This design comes from an exercise in tuning for small area and a short achievable clock period on the open sky130 flow, not from production work.
RTL that was checked went through simulation tests only; none was proved equivalent to the original.
Power and IR drop assume default switching activity.

==> run a: inputs <==
==> flow/design.v (excerpt) <==
module fir(
    input clk,
    input signed [15:0] noisy_signal,
    output signed [15:0] filtered_signal
);
export LEC_CHECK = 0
export CAP_MARGIN = 20
export CORE_MARGIN = 2
export CORE_UTILIZATION = 58
export CTS_CLUSTER_DIAMETER = 100
export CTS_CLUSTER_SIZE = 25
export SETUP_SLACK_MARGIN = 3.8
export SLEW_MARGIN = 20
export SYNTH_HIERARCHICAL = 1
export SYNTH_MINIMUM_KEEP_SIZE = 0
create_clock -name core_clock -period 6.0 [get_ports {clk}]
run.sh (not shown) runs the stock make flow with config.mk's settings and CLKGATE_MAP_FILE= SYNTH_SCRIPT=/design/flow/synth_recipe.tcl, a recipe that flattens the netlist after the stock synthesis.
==> inputs of run b, as changes to run a <==
Settings changed: CORE_UTILIZATION 58 to 72, CTS_CLUSTER_SIZE 25 to 20, SETUP_SLACK_MARGIN 3.8 to 3.9.
==> qor summary <==
Run status: run b no timing/DRC/antenna violations; run a no timing/DRC/antenna violations
Post-CTS setup buffer count: run b 12; run a 10
Proportion of power drawn by the clock network: run b 0.140; run a 0.129
Pin count of the biggest net entering global routing: run b 21; run a 26
Fill cell count: run b 1601; run a 2862
Grt met1 use: run b 0.406; run a 0.337
Worst setup path end: run b p0_0[14]$_DFF_P_; run a filtered_signal[7]
Placeable Area: run b 30500 sq um; run a 37700 sq um
Clk cell area share: run b 0.0331; run a 0.0270
Buffering stage count on the worst path with inverters included: run b 0; run a 1
Power attributed to combinational cells: run b 6630 uW; run a 6410 uW
Initial antenna violation count: run b 0; run a 3
Worst vdd ir: run b 328 uV; run a 344 uV
Reg-to-reg setup timing slack: run b 3.75 ns; run a 3.82 ns
Largest fanout of any net on the critical path: run b 2; run a 1


==> inputs of willow <==
Another version of the RTL of fir (not shown whole).
Settings: LEC_CHECK=0, CAP_MARGIN=20, CORE_MARGIN=2, CORE_UTILIZATION=58, CTS_CLUSTER_DIAMETER=100, CTS_CLUSTER_SIZE=25, PLACE_DENSITY=0.75, SETUP_SLACK_MARGIN=3.8, SLEW_MARGIN=20, SYNTH_HIERARCHICAL=1, SYNTH_MINIMUM_KEEP_SIZE=0; clock period 6.0 ns.
==> inputs of yarrow, as changes to willow <==
--- a/flow/config.mk
+++ b/flow/config.mk
@@ -7,9 +7,9 @@
 export LEC_CHECK = 0
 export CAP_MARGIN = 20
+export CORE_ASPECT_RATIO = 2.0
 export CORE_MARGIN = 2
 export CORE_UTILIZATION = 58
 export CTS_CLUSTER_DIAMETER = 100
 export CTS_CLUSTER_SIZE = 25
-export PLACE_DENSITY = 0.75
 export SETUP_SLACK_MARGIN = 3.8
 export SLEW_MARGIN = 20
==> inputs of onyx, as changes to willow <==
--- a/flow/config.mk
+++ b/flow/config.mk
@@ -11,5 +11,5 @@
 export CTS_CLUSTER_DIAMETER = 100
 export CTS_CLUSTER_SIZE = 25
-export PLACE_DENSITY = 0.75
+export GPL_ROUTABILITY_DRIVEN = 0
 export SETUP_SLACK_MARGIN = 3.8
 export SLEW_MARGIN = 20
==> qor.txt <==
Status -> no timing/DRC/antenna violations
Taps Inserted -> 454
Worst IR Drop VDD -> 0.0003573 V
DP Wirelength -> 41860 um
Source of the figures above: yarrow

==> qor.txt <==
Worst IR Drop VDD -> 0.0002510 V
Fill cells -> 2586
Sequential share of cell area -> 43.72%
Taps Inserted -> 468
Largest stage delay, worst path -> 0.32 ns
Critical Path Source Type -> flip-flop
Share of the synthesized area in the top cell type -> 47.00%
Status -> no timing/DRC/antenna violations
Vias -> 9972
Source of the figures above: willow

==> qor.txt <==
Most numerous cell in the Yosys netlist -> dfxtp_1
N_diodes -> 0
Taps Inserted -> 468
Arr. time, crit path -> 1.00 ns
Worst IR Drop VDD -> 0.0003769 V
Status -> no timing/DRC/antenna violations
DP Wirelength -> 36590 um
Source of the figures above: onyx



==> inputs of exp/delta <==
RTL: one of the versions met above, not the one the previous note started from.
clock: 6.0 ns
lec_check: 0
cap_margin: 20
core_margin: 2
core_utilization: 65
cts_cluster_diameter: 100
cts_cluster_size: 20
setup_slack_margin: 3.7
slew_margin: 20
synth_hierarchical: 1
synth_minimum_keep_size: 0
==> inputs of exp/nickel, as changes to exp/delta <==
--- a/flow/config.mk
+++ b/flow/config.mk
@@ -10,6 +10,6 @@
 export CORE_UTILIZATION = 65
 export CTS_CLUSTER_DIAMETER = 100
-export CTS_CLUSTER_SIZE = 20
-export SETUP_SLACK_MARGIN = 3.7
+export CTS_CLUSTER_SIZE = 25
+export SETUP_SLACK_MARGIN = 3.8
 export SLEW_MARGIN = 20
 export SYNTH_HIERARCHICAL = 1
==> flow_summary.yaml <==
status:
  status: "no timing/DRC/antenna violations"
finish:
  clock_area_share_pct: 2.71
  layout.nets: 1972
critical_path:
  critical_path.cell_chain: "buf_6"
  slowest_delay_ps: 330
pwr:
  pg_comb_mw: 6.42
  pg_seq_mw: 5.94
  p_seq_share_pct: 41.9
place:
  place.gp.congestion: 0.896
  preCtsSetupSlack_ps: 3480
timing:
  fmax_mhz: 454
detailed_routing:
  via_count: 10200
-- figures above: exp/nickel

==> flow_summary.yaml <==
detailed_routing:
  via_count: 10100
  routed.top_layer: "met4"
pwr:
  pg_comb_mw: 6.30
  powerClk_mw: 2.04
  p_seq_share_pct: 41.5
finish:
  layout.nets: 1970
  stdcell_area_um2: 24000
die:
  die_h_um: 189
place:
  preCtsSetupSlack_ps: 3400
  place.gp.congestion: 0.896
critical_path:
  slowest_delay_ps: 580
  critical_path.cell_chain: "ha_1, fa_1, a21oi_2, o21ai_1, a2111oi_2, or4_1, a41o_1"
clock_network:
  cts_hold_buf: 0
timing:
  fmax_mhz: 445
status:
  status: "no timing/DRC/antenna violations"
logic_synthesis:
  synthAdderAreaFrac_pct: 42.6
-- figures above: exp/delta



==> exp/maple: inputs <==
RTL: one of the versions met above, not the one the previous note started from.
export LEC_CHECK = 0
export CAP_MARGIN = 20
export CORE_MARGIN = 2
export CORE_UTILIZATION = 52
export CTS_CLUSTER_DIAMETER = 100
export CTS_CLUSTER_SIZE = 25
export SETUP_SLACK_MARGIN = 3.8
export SLEW_MARGIN = 20
export SYNTH_HIERARCHICAL = 1
export SYNTH_MINIMUM_KEEP_SIZE = 0
create_clock -name core_clock -period 6.0 [get_ports {clk}]
==> inputs of exp/pepper, as changes to exp/maple <==
--- a/flow/config.mk
+++ b/flow/config.mk
@@ -9,3 +9,3 @@
 export CORE_MARGIN = 2
-export CORE_UTILIZATION = 52
+export CORE_UTILIZATION = 58
 export CTS_CLUSTER_DIAMETER = 100
==> inputs of exp/violet, as changes to exp/maple <==
--- a/flow/config.mk
+++ b/flow/config.mk
@@ -9,4 +9,5 @@
 export CORE_MARGIN = 2
-export CORE_UTILIZATION = 52
-export CTS_CLUSTER_DIAMETER = 100
+export CORE_UTILIZATION = 58
+export CTS_BUF_LIST = sky130_fd_sc_hd__clkbuf_16 sky130_fd_sc_hd__clkbuf_8
+export CTS_CLUSTER_DIAMETER = 60
 export CTS_CLUSTER_SIZE = 25
==> results by group <==
Status
  • Status: complete, no violations

Timing
  • Clock skew: 0.0252 ns
  • Final WS setup: 3.80 ns

Power and ir drop
  • Sw Ratio: 37.3%
  • Pwr dens: 587 nW/um^2

Die
  • Die Width: 207 um

Critical path
  • Worst Setup SP: y[13]
  • Crit-path cells: buf_6

CTS
  • Max H-tree Level: 1
  • CTS buffer count: 24
  • Clk slew on worst S/H paths: 0.10 ns

Cells and area
  • Register area: 10200 sq um
  • Design area: 23400 sq um
  • Layout area overhead: 8.96%
  • Layout fillers: 3216

Routing
  • Wire length per cell: 22.4 um
  • Detailed-route via count: 9643
  • Met1 wire length: 20000 um

Global route
  • First-pass GRT wire length: 67100 um
  • Global Route met2 Usage: 34.8%
  • Vias in the first global route: 11100
  • Overall Global Routing Usage: 21.4%
# the run above: exp/maple

==> results by group <==
Status
  • Status: complete, no violations

Cells and area
  • Design area: 23900 sq um
  • Layout area overhead: 11.3%

Power and ir drop
  • Pwr dens: 608 nW/um^2
  • Sw Ratio: 36.5%
  • Overall power: 14.6 mW

Die
  • Die Width: 197 um

Critical path
  • Worst Setup SP: y[4]

Routing
  • Detailed-route via count: 9859
  • Met1 wire length: 21100 um

CTS
  • Clk slew on worst S/H paths: 0.08 ns
  • Max H-tree Level: 2
  • CTS buffer count: 36

Global route
  • First-pass GRT wire length: 69000 um
  • Overall Global Routing Usage: 25.2%
# the run above: exp/violet

==> results by group <==
CTS
  • Clk slew on worst S/H paths: 0.09 ns
  • Max H-tree Level: 1
  • CTS buffer count: 24

Cells and area
  • Register area: 10200 sq um
  • Layout fillers: 2726
  • Layout area overhead: 8.57%

Power and ir drop
  • Pwr dens: 588 nW/um^2
  • Sw Ratio: 37.3%

Status
  • Status: complete, no violations

Global route
  • Overall Global Routing Usage: 24.8%
  • First-pass GRT wire length: 68600 um
  • Vias in the first global route: 11200
  • Global Route met2 Usage: 40.2%

Die
  • Die Width: 197 um

Timing
  • Final WS setup: 3.80 ns
  • Clock skew: 0.0269 ns
# the run above: exp/pepper



==> 11-22 <==
Another version of the RTL of fir (not shown whole).
==> flow/design.v (excerpt) <==
module fir(
    input clk,
    input signed [15:0] noisy_signal,
    output signed [15:0] filtered_signal
);
export LEC_CHECK = 0
export CAP_MARGIN = 20
export CORE_MARGIN = 2
export CORE_UTILIZATION = 58
export CTS_CLUSTER_DIAMETER = 100
export CTS_CLUSTER_SIZE = 25
export SETUP_SLACK_MARGIN = 3.8
export SLEW_MARGIN = 20
export SYNTH_HIERARCHICAL = 1
export SYNTH_MINIMUM_KEEP_SIZE = 0
create_clock -name core_clock -period 6.0 [get_ports {clk}]
==> 06-07: changes against 11-22 <==
--- a/flow/design.v
+++ b/flow/design.v
@@ -1346,111 +1346,12 @@
     wire w1014;
     wire w1015;
     wire w1016;
     wire w1017;
     wire w1018;
     wire w1019;
-    wire w1020;
-    wire w1021;
-    wire w1022;
-    wire w1023;
-    wire w1024;
-    wire w1025;
-    wire w1026;
-    wire w1027;
-    wire w1028;
-    wire w1029;
-    wire w1030;
-    wire w1031;
-    wire w1032;
-    wire w1033;
-    wire w1034;
-    wire w1035;
-    wire w1036;
-    wire w1037;
-    wire w1038;
-    wire w1039;
-    wire w1040;
-    wire w1041;
-    wire w1042;
-    wire w1043;
-    wire w1044;
-    wire w1045;
-    wire w1046;
-    wire w1047;
-    wire w1048;
-    wire w1049;
-    wire w1050;
-    wire w1051;
-    wire w1052;
-    wire w1053;
-    wire w1054;
-    wire w1055;
-    wire w1056;
-    wire w1057;
-    wire w1058;
-    wire w1059;
-    wire w1060;
-    wire w1061;
-    wire w1062;
-    wire w1063;
-    wire w1064;
-    wire w1065;
-    wire w1066;
-    wire w1067;
-    wire w1068;
-    wire w1069;
-    wire w1070;
-    wire w1071;
-    wire w1072;
-    wire w1073;
-    wire w1074;
-    wire w1075;
-    wire w1076;
-    wire w1077;
-    wire w1078;
-    wire w1079;
-    wire w1080;
-    wire w1081;
-    wire w1082;
-    wire w1083;
-    wire w1084;
-    wire w1085;
-    wire w1086;
-    wire w1087;
-    wire w1088;
-    wire w1089;
-    wire w1090;
-    wire w1091;
-    wire w1092;
-    wire w1093;
-    wire w1094;
-    wire w1095;
-    wire w1096;
-    wire w1097;
-    wire w1098;
-    wire w1099;
-    wire w1100;
-    wire w1101;
-    wire w1102;
-    wire w1103;
-    wire w1104;
-    wire w1105;
-    wire w1106;
-    wire w1107;
-    wire w1108;
-    wire w1109;
-    wire w1110;
-    wire w1111;
-    wire w1112;
-    wire w1113;
-    wire w1114;
-    wire w1115;
-    wire w1116;
-    wire w1117;
-    wire w1118;
     always @(posedge clk) begin
         r0 <= noisy_signal;
         r1 <= r0;
         r2 <= r1;
         r3 <= r2;
         r4 <= r3;
@@ -1772,13 +1673,13 @@
         q3_309 <= w1004;
         q3_310 <= w1009;
         q3_311 <= w1010;
         q3_312 <= w1015;
         q3_313 <= w1016;
         q3_314 <= w1018;
-        y <= {w1118, w1117, w1116, w1115, w1114, w1113, w1112, w1111, w1110, w1109, w1108, w1107, w1106, w1105, w1104, w1021};
+        y <= {q3_313, q3_311, q3_309, q3_307, q3_305, q3_303, q3_301, q3_299, q3_297, q3_295, q3_293, q3_291, q3_289, q3_287, q3_285, q3_283} + {q3_314, q3_312, q3_310, q3_308, q3_306, q3_304, q3_302, q3_300, q3_298, q3_296, q3_294, q3_292, q3_290, q3_288, q3_286, q3_284} + {15'd0, 1'b0} + 16'd0;
     end
     assign w1 = r0[0] ^ r4[0];
     assign w2 = r0[0] & r4[0];
     fa uw3 (.a(r0[1]), .b(r4[1]), .c(w2), .s(w3), .co(w4));
     fa uw5 (.a(r0[2]), .b(r4[2]), .c(w4), .s(w5), .co(w6));
     fa uw7 (.a(r0[3]), .b(r4[3]), .c(w6), .s(w7), .co(w8));
@@ -2354,111 +2255,12 @@
     assign w1011 = ~q2_280;
     fa uw1012 (.a(w1011), .b(rp2_20), .c(rp3_42), .s(w1012), .co(w1013));
     assign w1014 = ~w1012;
     fa uw1015 (.a(w1006), .b(w1014), .c(w1008), .s(w1015), .co(w1016));
     assign w1017 = ~w1013;
     fa uw1018 (.a(q2_281), .b(q2_282), .c(w1017), .s(w1018), .co(w1019));
-    assign w1020 = q3_283 & q3_284;
-    assign w1021 = q3_283 ^ q3_284;
-    assign w1022 = q3_285 & q3_286;
-    assign w1023 = q3_285 ^ q3_286;
-    assign w1024 = q3_287 & q3_288;
-    assign w1025 = q3_287 ^ q3_288;
-    assign w1026 = q3_289 & q3_290;
-    assign w1027 = q3_289 ^ q3_290;
-    assign w1028 = q3_291 & q3_292;
-    assign w1029 = q3_291 ^ q3_292;
-    assign w1030 = q3_293 & q3_294;
-    assign w1031 = q3_293 ^ q3_294;
-    assign w1032 = q3_295 & q3_296;
-    assign w1033 = q3_295 ^ q3_296;
-    assign w1034 = q3_297 & q3_298;
-    assign w1035 = q3_297 ^ q3_298;
-    assign w1036 = q3_299 & q3_300;
-    assign w1037 = q3_299 ^ q3_300;
-    assign w1038 = q3_301 & q3_302;
-    assign w1039 = q3_301 ^ q3_302;
-    assign w1040 = q3_303 & q3_304;
-    assign w1041 = q3_303 ^ q3_304;
-    assign w1042 = q3_305 & q3_306;
-    assign w1043 = q3_305 ^ q3_306;
-    assign w1044 = q3_307 & q3_308;
-    assign w1045 = q3_307 ^ q3_308;
-    assign w1046 = q3_309 & q3_310;
-    assign w1047 = q3_309 ^ q3_310;
-    assign w1048 = q3_311 & q3_312;
-    assign w1049 = q3_311 ^ q3_312;
-    assign w1050 = q3_313 & q3_314;
-    assign w1051 = q3_313 ^ q3_314;
-    assign w1052 = w1022 | (w1023 & w1020);
-    assign w1053 = w1023 & w1021;
-    assign w1054 = w1026 | (w1027 & w1024);
-    assign w1055 = w1027 & w1025;
-    assign w1056 = w1030 | (w1031 & w1028);
-    assign w1057 = w1031 & w1029;
-    assign w1058 = w1034 | (w1035 & w1032);
-    assign w1059 = w1035 & w1033;
-    assign w1060 = w1038 | (w1039 & w1036);
-    assign w1061 = w1039 & w1037;
-    assign w1062 = w1042 | (w1043 & w1040);
-    assign w1063 = w1043 & w1041;
-    assign w1064 = w1046 | (w1047 & w1044);
-    assign w1065 = w1047 & w1045;
-    assign w1066 = w1050 | (w1051 & w1048);
-    assign w1067 = w1051 & w1049;
-    assign w1068 = w1054 | (w1055 & w1052);
-    assign w1069 = w1055 & w1053;
-    assign w1070 = w1058 | (w1059 & w1056);
-    assign w1071 = w1059 & w1057;
-    assign w1072 = w1062 | (w1063 & w1060);
-    assign w1073 = w1063 & w1061;
-    assign w1074 = w1066 | (w1067 & w1064);
-    assign w1075 = w1067 & w1065;
-    assign w1076 = w1070 | (w1071 & w1068);
-    assign w1077 = w1071 & w1069;
-    assign w1078 = w1074 | (w1075 & w1072);
-    assign w1079 = w1075 & w1073;
-    assign w1080 = w1078 | (w1079 & w1076);
-    assign w1081 = w1079 & w1077;
-    assign w1082 = w1072 | (w1073 & w1076);
-    assign w1083 = w1073 & w1077;
-    assign w1084 = w1056 | (w1057 & w1068);
-    assign w1085 = w1057 & w1069;
-    assign w1086 = w1060 | (w1061 & w1076);
-    assign w1087 = w1061 & w1077;
-    assign w1088 = w1064 | (w1065 & w1082);
-    assign w1089 = w1065 & w1083;
-    assign w1090 = w1024 | (w1025 & w1052);
-    assign w1091 = w1025 & w1053;
-    assign w1092 = w1028 | (w1029 & w1068);
-    assign w1093 = w1029 & w1069;
-    assign w1094 = w1032 | (w1033 & w1084);
-    assign w1095 = w1033 & w1085;
-    assign w1096 = w1036 | (w1037 & w1076);
-    assign w1097 = w1037 & w1077;
-    assign w1098 = w1040 | (w1041 & w1086);
-    assign w1099 = w1041 & w1087;
-    assign w1100 = w1044 | (w1045 & w1082);
-    assign w1101 = w1045 & w1083;
-    assign w1102 = w1048 | (w1049 & w1088);
-    assign w1103 = w1049 & w1089;
-    assign w1104 = w1023 ^ w1020;
-    assign w1105 = w1025 ^ w1052;
-    assign w1106 = w1027 ^ w1090;
-    assign w1107 = w1029 ^ w1068;
-    assign w1108 = w1031 ^ w1092;
-    assign w1109 = w1033 ^ w1084;
-    assign w1110 = w1035 ^ w1094;
-    assign w1111 = w1037 ^ w1076;
-    assign w1112 = w1039 ^ w1096;
-    assign w1113 = w1041 ^ w1086;
-    assign w1114 = w1043 ^ w1098;
-    assign w1115 = w1045 ^ w1082;
-    assign w1116 = w1047 ^ w1100;
-    assign w1117 = w1049 ^ w1088;
-    assign w1118 = w1051 ^ w1102;
     assign filtered_signal = y;
 endmodule
 module fa(input a, input b, input c, output s, output co);
     assign s = a ^ b ^ c;
     assign co = (a & b) | (a & c) | (b & c);
 endmodule
CORE_UTILIZATION = 62   (was 58)
==> notes.md <==
Run status: 11-22 finished clean; 06-07 finished clean
Total wire length after detailed routing: 11-22 43200 µm; 06-07 43200 µm
Data-path buffer share of cell area in the final layout: 11-22 0.0145; 06-07 0.0138
Net count of the finished layout: 11-22 1924; 06-07 1921
Power per cell area: 11-22 572 mW/mm²; 06-07 590 mW/mm²
Met2 demand-to-capacity share in global routing: 11-22 0.389; 06-07 0.410
Maximum operating frequency: 11-22 455 MHz; 06-07 455 MHz
Synthesized area: 11-22 0.0216 mm²; 06-07 0.0215 mm²
Hold wc startpoint: 11-22 r2[12]$_DFF_P_; 06-07 r5[8]$_DFF_P_
Sink of the worst hold path: 11-22 r3[12]$_DFF_P_; 06-07 r6[8]$_DFF_P_
Highest metal layer with signal wires: 11-22 met5; 06-07 met4
Final total power: 11-22 13400 µW; 06-07 13700 µW
Worst setup slack after placement: 11-22 3470 ps; 06-07 3330 ps
Timing startpoint of the critical path: 11-22 y[2]$_DFF_P_; 06-07 y[8]$_DFF_P_
Final setup margin: 11-22 3800 ps; 06-07 3800 ps
Sequential Area: 11-22 0.0102 mm²; 06-07 0.0102 mm²
Final cycle utilization of the critical path: 11-22 0.367; 06-07 0.366
Met3 wire length: 11-22 2170 µm; 06-07 1970 µm
N_taps: 11-22 468; 06-07 455
Detail-routed via count per cell: 11-22 5.13; 06-07 5.17
Sequential Power Share: 11-22 0.422; 06-07 0.412
Worst reg2reg path depth: 11-22 9; 06-07 8
Minimum setup slack among reg-to-reg paths: 11-22 3810 ps; 06-07 3860 ps
Post-detailed-placement half-perimeter wirelength: 11-22 36000 µm; 06-07 35700 µm
The RTL of 11-22 was laid out without a check of its function.

[what the ideal ports hide]
In the flow no input, the clock included, has a driving cell. The finished layouts below were timed again as built, in two steps. Step 1, drivers: a clkbuf_16 drives clk and a buf_2 each remaining input, both assumed. Step 2 moves the port delays by t, midway between the first and last clock arrival at a register: inputs arrive t later, outputs are due t later. That takes back most of the time a late clock gives input paths. a / b / c = ideal ports / drivers / drivers and shift; a / b = the first two.
run	t (ns)	slack for setup (ns)	clock arrival spread, ns	worst slew at a driven data input, ns
run a	0.627	3.787 / 3.732 / 3.823	0.029 / 0.029	0.04
run b	0.633	3.753 / 3.723 / 3.753	0.018 / 0.019	0.03
willow	0.603	3.800 / 3.747 / 3.833	0.025 / 0.025	0.05
yarrow	0.615	3.790 / 3.733 / 3.801	0.026 / 0.027	0.04
onyx	0.601	3.804 / 3.752 / 3.846	0.031 / 0.030	0.06
exp/delta	0.623	3.754 / 3.735 / 3.754	0.019 / 0.019	0.04
exp/nickel	0.619	3.797 / 3.746 / 3.812	0.026 / 0.026	0.04
exp/maple	0.609	3.796 / 3.742 / 3.848	0.028 / 0.028	0.06
exp/pepper	0.601	3.804 / 3.752 / 3.846	0.031 / 0.030	0.06
exp/violet	0.601	3.824 / 3.772 / 3.842	0.023 / 0.023	0.06
11-22	0.618	3.800 / 3.748 / 3.806	0.029 / 0.028	0.04
06-07	0.603	3.801 / 3.747 / 3.860	0.025 / 0.025	0.06
After both steps setup and hold are still met in every run listed.
